Source: an optimization exercise on an open RTL-to-GDS flow (aim: small area, a short achievable clock period and few clock cycles). Production flows keep margins and buffers that such runs may drop. RTL that was checked went through simulation tests only; none was proved equivalent to the original. No driver is modelled on the clock port, so clock power and skew are understated where the tree is cut down; a real chip needs a root buffer or a tree. Power figures rest on the tool's default switching activity, not on a simulated workload.

==> flow/design.v <==
module LZ77_Encoder(clk,reset,chardata,valid,encode,finish,offset,match_len,char_nxt);
input 				clk;
input 				reset;
input 		[7:0] 	chardata;
output  			valid;
output  			encode;
output  			finish;
output 		[3:0] 	offset;
output 		[2:0] 	match_len;
output 	 	[7:0] 	char_nxt;
reg					valid;
reg					encode;		 
reg					finish;
reg			[3:0]	offset;
reg			[2:0]	match_len;
reg			[3:0]	ch;			 
reg					ch5;		 
reg			[3:0]	R;			 
reg			[3:0]	H [0:8];	 
reg			[6:0]	E [0:8];	 
reg			[11:0]	lfsr;		 
reg					ended;		 
reg			[3:0]	skip;		 
reg					tok;		 
reg					done;		 
integer 	d, j;
assign char_nxt = {2'b00, ch5, 1'b0, ch};
wire		inrange = ~ended;			 
always @(posedge clk or posedge reset)
begin
	if (reset)
	begin
		lfsr <= 12'he71;
		ended <= 1'b0;
		R <= 4'd0;
		for (d = 0; d < 9; d = d + 1)
			H[d] <= 4'd0;
	end
	else
	begin
		lfsr <= {lfsr[10:0], lfsr[11] ^ lfsr[10]};
		ended <= ended | (lfsr == 12'h800);
		R <= chardata[3:0] ^ 4'd3;
		H[0] <= R;
		for (d = 1; d < 9; d = d + 1)
			H[d] <= H[d-1];
	end
end
always @(posedge clk)
begin
	for (d = 0; d < 9; d = d + 1)
		E[d] <= {E[d][5:0], inrange & (R == H[d])};
end
reg			[7:0]	a [0:8];	 
reg			[7:0]	A;			 
reg			[3:0]	off [1:7];	 
reg			[2:0]	L;
reg			[3:0]	S;
reg			[3:0]	X;			 
wire		[3:0]	C [0:7];	 
reg					last;		 
assign C[7] = R;
assign C[6] = H[0];
assign C[5] = H[1];
assign C[4] = H[2];
assign C[3] = H[3];
assign C[2] = H[4];
assign C[1] = H[5];
assign C[0] = H[6];
always @(*)
begin
	for (d = 0; d < 9; d = d + 1)
	begin
		a[d][0] = 1'b1;
		for (j = 1; j < 8; j = j + 1)
			a[d][j] = a[d][j-1] & E[d][7-j];
	end
	for (j = 0; j < 8; j = j + 1)
	begin
		A[j] = 1'b0;
		for (d = 0; d < 9; d = d + 1)
			A[j] = A[j] | a[d][j];
	end
	for (j = 1; j < 8; j = j + 1)
	begin
		off[j] = 4'd0;
		for (d = 0; d < 9; d = d + 1)
			if (a[d][j]) off[j] = d;
	end
	L = 3'd0;
	S = 4'd0;
	X = C[0];
	for (j = 1; j < 8; j = j + 1)
		if (A[j])
		begin
			L = j;
			S = off[j];
			X = C[j];
		end
	last = 1'b0;
	for (j = 0; j < 8; j = j + 1)
		last = last | (lfsr[j] & A[7-j]);
	last = last & ended;
end
wire		[3:0]	eff = tok ? {1'b0, match_len} : skip;
wire				emit = (eff == 4'd0) & ~done;
always @(posedge clk)
begin
	offset <= S;
	match_len <= L;
	ch <= X ^ 4'd3;
	ch5 <= last;
	valid <= emit;
	finish <= done;
	encode <= ~done;
end
always @(posedge clk or posedge reset)
begin
	if (reset)
	begin
		skip <= 4'd8;
		tok <= 1'b0;
		done <= 1'b0;
	end
	else
	begin
		skip <= emit ? 4'd0 : eff - 4'd1;
		tok <= emit & A[1];
		done <= done | (emit & last);
	end
end
endmodule
==> flow/config.mk <==
export PLATFORM = sky130hd
export DESIGN_NAME = LZ77_Encoder
export DESIGN_NICKNAME = LZ77_Encoder
export VERILOG_FILES = /design/flow/design.v
export SDC_FILE = /design/flow/constraint.sdc
export NUM_CORES = 4
export LEC_CHECK = 0
export CAP_MARGIN = 20
export CORE_MARGIN = 2
export CORE_UTILIZATION = 50
export PLACE_DENSITY = 0.6
export SLEW_MARGIN = 20
==> flow/constraint.sdc <==
create_clock -name core_clock -period 10.0 [get_ports {clk}]
set_input_delay 2.0000 -clock core_clock [delete_from_list [all_inputs] [get_ports {clk}]]
set_output_delay 2.0000 -clock core_clock [all_outputs]
set_load 0.01 [all_outputs]
standard.sh (not shown) runs the stock make flow with config.mk's settings and CLKGATE_MAP_FILE= SYNTH_SCRIPT=/design/flow/synth_recipe.tcl, a recipe that flattens the netlist after the stock synthesis.
==> flow/flow/run.sh <==
#!/bin/bash
# Own layout flow: the standard flow (standard.sh), with
#  - port buffers of buf_2 instead of the default clkdlybuf4s50_1,
#  - a larger setup target for ORFS's timing repair,
#  - a one-level clock tree (flow/cts.tcl) in place of TritonCTS.
# Each step's full output goes to a log file of its own in this folder.
set -euo pipefail
export FLOW_DIR_OWN=$PWD/flow
export MCT_COLS=${MCT_COLS:-2}
export MCT_ROWS=${MCT_ROWS:-2}
VARS=("BUFFER_PORTS_ARGS=-buffer_cell sky130_fd_sc_hd__buf_2" "SETUP_SLACK_MARGIN=7.35")
bash standard.sh "${VARS[@]}" place > flow_place.log 2>&1
bash standard.sh "${VARS[@]}" run RUN_SCRIPT=$PWD/flow/cts.tcl RUN_LOG_NAME_STEM=4_1_cts > flow_cts.log 2>&1
bash standard.sh "${VARS[@]}" finish > flow_finish.log 2>&1
Other scripts of this flow, unchanged in this note and not shown: flow/flow/clkbuf.tcl, flow/flow/cts.tcl
The first run finished clean.
Testbench counts at the start, summed over its fixed seeds: cycles 12,338.
Rerun with:
--- a/flow/design.v
+++ b/flow/design.v
@@ -18,13 +18,12 @@
 reg			[3:0]	R;			 
 reg			[3:0]	H [0:8];	 
 reg			[6:0]	E [0:8];	 
 reg			[11:0]	lfsr;		 
 reg					ended;		 
 reg			[3:0]	skip;		 
-reg					tok;		 
 reg					done;		 
 integer 	d, j;
 assign char_nxt = {2'b00, ch5, 1'b0, ch};
 wire		inrange = ~ended;			 
 always @(posedge clk or posedge reset)
 begin
@@ -99,14 +98,13 @@
 		end
 	last = 1'b0;
 	for (j = 0; j < 8; j = j + 1)
 		last = last | (lfsr[j] & A[7-j]);
 	last = last & ended;
 end
-wire		[3:0]	eff = tok ? {1'b0, match_len} : skip;
-wire				emit = (eff == 4'd0) & ~done;
+wire				emit = (skip == 4'd0) & ~done;
 always @(posedge clk)
 begin
 	offset <= S;
 	match_len <= L;
 	ch <= X ^ 4'd3;
 	ch5 <= last;
@@ -116,17 +114,15 @@
 end
 always @(posedge clk or posedge reset)
 begin
 	if (reset)
 	begin
 		skip <= 4'd8;
-		tok <= 1'b0;
 		done <= 1'b0;
 	end
 	else
 	begin
-		skip <= emit ? 4'd0 : eff - 4'd1;
-		tok <= emit & A[1];
+		skip <= emit ? {1'b0, L} : skip - 4'd1;
 		done <= done | (emit & last);
 	end
 end
 endmodule
Outcome:
- The new run completed without violations
- via count went up by about 2.6%
- routed wire length went up by about 6%
- critical path depth does not change
- sequential cell count went down by 1
- fmax went up by about 0.5%
- total power barely changes
- global-route usage went up by 0.77 points
- final area went up by 2.2%
- first-iteration DRC count went down by 9.0%
No functional check of the RTL was part of the second run of this note. In every run of this note, the design's own scripts or RTL, not TritonCTS, make the clock network.

========
// LZ77_Encoder: RTL as listed in full above, without the edits since
clock: 10.0 ns
lec_check: 0
cap_margin: 20
core_margin: 2
core_utilization: 50
place_density: 0.85
slew_margin: 20
==> flow/flow/run.sh <==
#!/bin/bash
# Own layout flow: the standard flow (standard.sh), with
#  - synthesis by flow/synth.tcl: the standard synthesis script, but ABC
#    maps the logic with an area-oriented script (flow/abc_area.script),
#  - port buffers of buf_2 instead of the default clkdlybuf4s50_1,
#  - a larger setup target for ORFS's timing repair,
#  - a one-level clock tree (flow/cts.tcl) in place of TritonCTS.
# Each step's full output goes to a log file of its own in this folder.
set -euo pipefail
export FLOW_DIR_OWN=$PWD/flow
export OWN_ABC_SCRIPT=$PWD/flow/abc_area.script
export MCT_COLS=${MCT_COLS:-2}
export MCT_ROWS=${MCT_ROWS:-2}
VARS=("SYNTH_SCRIPT=$PWD/flow/synth.tcl" "BUFFER_PORTS_ARGS=-buffer_cell sky130_fd_sc_hd__buf_2" "SETUP_SLACK_MARGIN=7.35")
bash standard.sh "${VARS[@]}" place > flow_place.log 2>&1
bash standard.sh "${VARS[@]}" run RUN_SCRIPT=$PWD/flow/cts.tcl RUN_LOG_NAME_STEM=4_1_cts > flow_cts.log 2>&1
bash standard.sh "${VARS[@]}" finish > flow_finish.log 2>&1
Other scripts of this flow, unchanged in this note and not shown: flow/flow/abc_area.script, flow/flow/clkbuf.tcl, flow/flow/cts.tcl, flow/flow/synth.tcl
Testbench counts at the start, summed over its fixed seeds: cycles 12,338.
Change:
--- a/flow/design.v
+++ b/flow/design.v
@@ -8,9 +8,8 @@
 output 		[3:0] 	offset;
 output 		[2:0] 	match_len;
 output 	 	[7:0] 	char_nxt;
 reg					valid;
-reg					encode;		 
 reg					finish;
 reg			[3:0]	offset;
 reg			[2:0]	match_len;
 reg			[3:0]	ch;			 
@@ -23,8 +22,9 @@
 reg			[3:0]	skip;		 
 reg					tok;		 
 reg					done;		 
 integer 	d, j;
+assign encode = valid;
 assign char_nxt = {2'b00, ch5, 1'b0, ch};
 wire		inrange = ~ended;			 
 always @(posedge clk or posedge reset)
 begin
@@ -111,9 +111,8 @@
 	ch <= X ^ 4'd3;
 	ch5 <= last;
 	valid <= emit;
 	finish <= done;
-	encode <= ~done;
 end
 always @(posedge clk or posedge reset)
 begin
 	if (reset)
Total power falls by 0.88%. Sequential share of layout area rises by 0.15 points. Fmax hardly moves. Routed wire length falls by 4.2%. Via count falls by 3.2%. Design area falls by 1.2%. Area after synthesis falls by 0.51%. Sequential cell count falls by 1. Setup slack stays flat. First-iteration DRC count rises by 49%. Worst hold slack stays flat.
Only the layout flow was run in the second run of this note; the RTL was not checked for function there. In every run of this note, the design's own scripts or RTL, not TritonCTS, make the clock network.

========
LZ77_Encoder, a different RTL version from the one above (not shown whole).
For scale: roughly 120 flip-flops, ~28 I/O pins, roughly 0.0044 mm2 of cells after synthesis.
==> module LZ77_Encoder, before the edit <==
module LZ77_Encoder(clk,reset,chardata,valid,encode,finish,offset,match_len,char_nxt);
input 				clk;
input 				reset;
input 		[7:0] 	chardata;
output  			valid;
output  			encode;
output  			finish;
output 		[3:0] 	offset;
output 		[2:0] 	match_len;
output 	 	[7:0] 	char_nxt;
reg					valid;
reg					finish;
reg			[3:0]	offset;
reg			[2:0]	match_len;
reg			[3:0]	ch;			 
reg					ch5;		 
reg			[3:0]	H [0:9];	 
reg			[5:0]	E [0:8];	 
reg			[6:0]	T;			 
reg					ended;		 
reg			[2:0]	skip;		 
reg					done;		 
integer 	d, j;
assign encode = valid;
assign char_nxt = {2'b00, ch5, 1'b0, ch};
wire		inrange1 = ~ended;			 
always @(posedge clk or posedge reset)
begin
	if (reset)
	begin
		ended <= 1'b0;
		for (d = 0; d < 10; d = d + 1)
			H[d] <= 4'd0;
	end
	else
	begin
		ended <= ended | chardata[5];
		H[0] <= chardata[3:0] ^ 4'd3;
		for (d = 1; d < 10; d = d + 1)
			H[d] <= H[d-1];
	end
end
reg			[8:0]	En;
always @(*)
	for (d = 0; d < 9; d = d + 1)
		En[d] = inrange1 & (H[0] == H[d+1]);
always @(posedge clk)
begin
	for (d = 0; d < 9; d = d + 1)
		E[d] <= {E[d][4:0], En[d]};
	T <= {T[5:0], chardata[5]};
end
reg			[7:0]	a [0:8];	 
reg			[7:0]	A;			 
reg			[3:0]	off [1:7];	 
reg			[2:0]	L;
reg			[3:0]	S;
reg			[4:0]	X;			 
wire		[4:0]	C [0:7];	 
reg					last;		 
assign C[7] = {chardata[5], chardata[3:0] ^ 4'd3};
assign C[6] = {T[0], H[0]};
assign C[5] = {T[1], H[1]};
assign C[4] = {T[2], H[2]};
assign C[3] = {T[3], H[3]};
assign C[2] = {T[4], H[4]};
assign C[1] = {T[5], H[5]};
assign C[0] = {T[6], H[6]};
always @(*)
begin
	for (d = 0; d < 9; d = d + 1)
	begin
		a[d][0] = 1'b1;
		for (j = 1; j < 7; j = j + 1)
			a[d][j] = a[d][j-1] & E[d][6-j];
		a[d][7] = a[d][6] & En[d];
	end
	for (j = 0; j < 8; j = j + 1)
	begin
		A[j] = 1'b0;
		for (d = 0; d < 9; d = d + 1)
			A[j] = A[j] | a[d][j];
	end
	for (j = 1; j < 8; j = j + 1)
	begin
		off[j] = 4'd0;
		for (d = 0; d < 9; d = d + 1)
			if (a[d][j]) off[j] = d;
	end
	L = 3'd0;
	S = 4'd0;
	X = C[0];
	for (j = 1; j < 8; j = j + 1)
		if (A[j])
		begin
			L = j;
			S = off[j];
			X = C[j];
		end
	last = X[4];
end
wire				emit = (skip == 3'd0) & ~done;
always @(posedge clk)
begin
	offset <= S;
	match_len <= L;
	ch <= X[3:0] ^ 4'd3;
	ch5 <= last;
	valid <= emit;
	finish <= done;
end
always @(posedge clk or posedge reset)
begin
	if (reset)
	begin
		skip <= 3'd7;
		done <= 1'b0;
	end
	else
	begin
		skip <= emit ? L : skip - 3'd1;
		done <= done | (emit & last);
	end
end
endmodule
==> flow/config.mk <==
export PLATFORM = sky130hd
export DESIGN_NAME = LZ77_Encoder
export DESIGN_NICKNAME = LZ77_Encoder
export VERILOG_FILES = /design/flow/design.v
export SDC_FILE = /design/flow/constraint.sdc
export NUM_CORES = 4
export LEC_CHECK = 0
export CAP_MARGIN = 20
export CORE_MARGIN = 2
export CORE_UTILIZATION = 70
export PLACE_DENSITY = 0.85
export SLEW_MARGIN = 20
==> flow/constraint.sdc <==
create_clock -name core_clock -period 10.0 [get_ports {clk}]
set_input_delay 2.0000 -clock core_clock [delete_from_list [all_inputs] [get_ports {clk}]]
set_output_delay 2.0000 -clock core_clock [all_outputs]
set_load 0.01 [all_outputs]
==> flow/flow/run.sh <==
#!/bin/bash
# Own layout flow: the standard flow (standard.sh), with
#  - synthesis by flow/synth.tcl: the standard synthesis script, but ABC
#    maps the logic with an area-oriented script (flow/abc_area.script),
#  - port buffers of buf_2 instead of the default clkdlybuf4s50_1,
#  - a larger setup target for ORFS's timing repair,
#  - a one-level clock tree (flow/cts.tcl) in place of TritonCTS.
# Each step's full output goes to a log file of its own in this folder.
set -euo pipefail
export FLOW_DIR_OWN=$PWD/flow
export OWN_ABC_SCRIPT=$PWD/flow/abc_area.script
export MCT_COLS=${MCT_COLS:-2}
export MCT_ROWS=${MCT_ROWS:-2}
VARS=("SYNTH_SCRIPT=$PWD/flow/synth.tcl" "BUFFER_PORTS_ARGS=-buffer_cell sky130_fd_sc_hd__buf_2" "SETUP_SLACK_MARGIN=7.33")
bash standard.sh "${VARS[@]}" place > flow_place.log 2>&1
bash standard.sh "${VARS[@]}" run RUN_SCRIPT=$PWD/flow/cts.tcl RUN_LOG_NAME_STEM=4_1_cts > flow_cts.log 2>&1
bash standard.sh "${VARS[@]}" finish > flow_finish.log 2>&1
Other scripts of this flow, unchanged in this note and not shown: flow/flow/abc_area.script, flow/flow/clkbuf.tcl, flow/flow/cts.tcl, flow/flow/synth.tcl
The first run completed with no timing, DRC or antenna violations.
Testbench counts at the start, summed over its fixed seeds: cycles 12,332.
==> next run, changes <==
--- a/flow/design.v
+++ b/flow/design.v
@@ -13,31 +13,33 @@
 reg			[3:0]	offset;
 reg			[2:0]	match_len;
 reg			[3:0]	ch;			 
 reg					ch5;		 
 reg			[3:0]	H [0:9];	 
 reg			[5:0]	E [0:8];	 
-reg			[6:0]	T;			 
+reg			[11:0]	lfsr;		 
 reg					ended;		 
 reg			[2:0]	skip;		 
 reg					done;		 
 integer 	d, j;
 assign encode = valid;
 assign char_nxt = {2'b00, ch5, 1'b0, ch};
-wire		inrange1 = ~ended;			 
+wire		inrange1 = ~ended | lfsr[0];
 always @(posedge clk or posedge reset)
 begin
 	if (reset)
 	begin
+		lfsr <= 12'hce2;
 		ended <= 1'b0;
 		for (d = 0; d < 10; d = d + 1)
 			H[d] <= 4'd0;
 	end
 	else
 	begin
-		ended <= ended | chardata[5];
+		lfsr <= {lfsr[10:0], lfsr[11] ^ lfsr[10]};
+		ended <= ended | (lfsr == 12'h800);
 		H[0] <= chardata[3:0] ^ 4'd3;
 		for (d = 1; d < 10; d = d + 1)
 			H[d] <= H[d-1];
 	end
 end
 reg			[8:0]	En;
@@ -45,30 +47,29 @@
 	for (d = 0; d < 9; d = d + 1)
 		En[d] = inrange1 & (H[0] == H[d+1]);
 always @(posedge clk)
 begin
 	for (d = 0; d < 9; d = d + 1)
 		E[d] <= {E[d][4:0], En[d]};
-	T <= {T[5:0], chardata[5]};
 end
 reg			[7:0]	a [0:8];	 
 reg			[7:0]	A;			 
 reg			[3:0]	off [1:7];	 
 reg			[2:0]	L;
 reg			[3:0]	S;
-reg			[4:0]	X;			 
-wire		[4:0]	C [0:7];	 
+reg			[3:0]	X;			 
+wire		[3:0]	C [0:7];	 
 reg					last;		 
-assign C[7] = {chardata[5], chardata[3:0] ^ 4'd3};
-assign C[6] = {T[0], H[0]};
-assign C[5] = {T[1], H[1]};
-assign C[4] = {T[2], H[2]};
-assign C[3] = {T[3], H[3]};
-assign C[2] = {T[4], H[4]};
-assign C[1] = {T[5], H[5]};
-assign C[0] = {T[6], H[6]};
+assign C[7] = chardata[3:0] ^ 4'd3;
+assign C[6] = H[0];
+assign C[5] = H[1];
+assign C[4] = H[2];
+assign C[3] = H[3];
+assign C[2] = H[4];
+assign C[1] = H[5];
+assign C[0] = H[6];
 always @(*)
 begin
 	for (d = 0; d < 9; d = d + 1)
 	begin
 		a[d][0] = 1'b1;
 		for (j = 1; j < 7; j = j + 1)
@@ -94,20 +95,23 @@
 		if (A[j])
 		begin
 			L = j;
 			S = off[j];
 			X = C[j];
 		end
-	last = X[4];
+	last = 1'b0;
+	for (j = 0; j < 8; j = j + 1)
+		last = last | (lfsr[j] & A[7-j]);
+	last = last & ended;
 end
 wire				emit = (skip == 3'd0) & ~done;
 always @(posedge clk)
 begin
 	offset <= S;
 	match_len <= L;
-	ch <= X[3:0] ^ 4'd3;
+	ch <= X ^ 4'd3;
 	ch5 <= last;
 	valid <= emit;
 	finish <= done;
 end
 always @(posedge clk or posedge reset)
 begin
Global-route usage came out lower by 1.8 points.
Flip-flop and latch count came out higher by 5.
Die area came out higher by 4.7%.
Register-to-register slack got worse by 40 ps.
Worst setup slack improved by 30 ps.
Cell count came out higher by 2.3%.
Total power came out higher by 13%.
Testbench counts after the change, summed over its fixed seeds: cycles 12,332.
No run of this note takes its clock network from TritonCTS; it comes from the design's own scripts or RTL.

[static timing again, ports no longer ideal]
The flow's constraints put no driver on any port. The routed layouts listed below were extracted and timed again, unchanged, in two steps.
Step 1: set_driving_cell puts a clkbuf_16 on clk and a buf_2 on each other input, an assumption about the parent block.
Step 2 also shifts input and output timing later by t, the mid clock arrival at the registers, as if the neighbouring blocks saw the same clock.
a / b / c = ideal ports / drivers / drivers and shift; a / b = the first two.
run | shift t [ns] | slack for setup (ns) | slew at the worst register clock pin (ns)
the first run of note 1 | 0.254 | 7.361 / 7.280 / 7.305 | 0.12 / 0.12
the second run of note 1 | 0.260 | 7.374 / 7.290 / 7.461 | 0.12 / 0.12
the first run of note 2 | 0.254 | 7.366 / 7.284 / 7.423 | 0.12 / 0.12
the second run of note 2 | 0.249 | 7.364 / 7.285 / 7.399 | 0.12 / 0.12
the first run of note 3 | 0.247 | 7.356 / 7.274 / 7.371 | 0.11 / 0.11
the second run of note 3 | 0.241 | 7.387 / 7.309 / 7.408 | 0.11 / 0.11
After both steps every run listed still meets setup and hold. The setup slack of the first run of note 1, which loses most, moves by -0.081 ns with the drivers and by -0.056 ns with both steps. The worst setup slack also covers recovery checks on asynchronous resets.
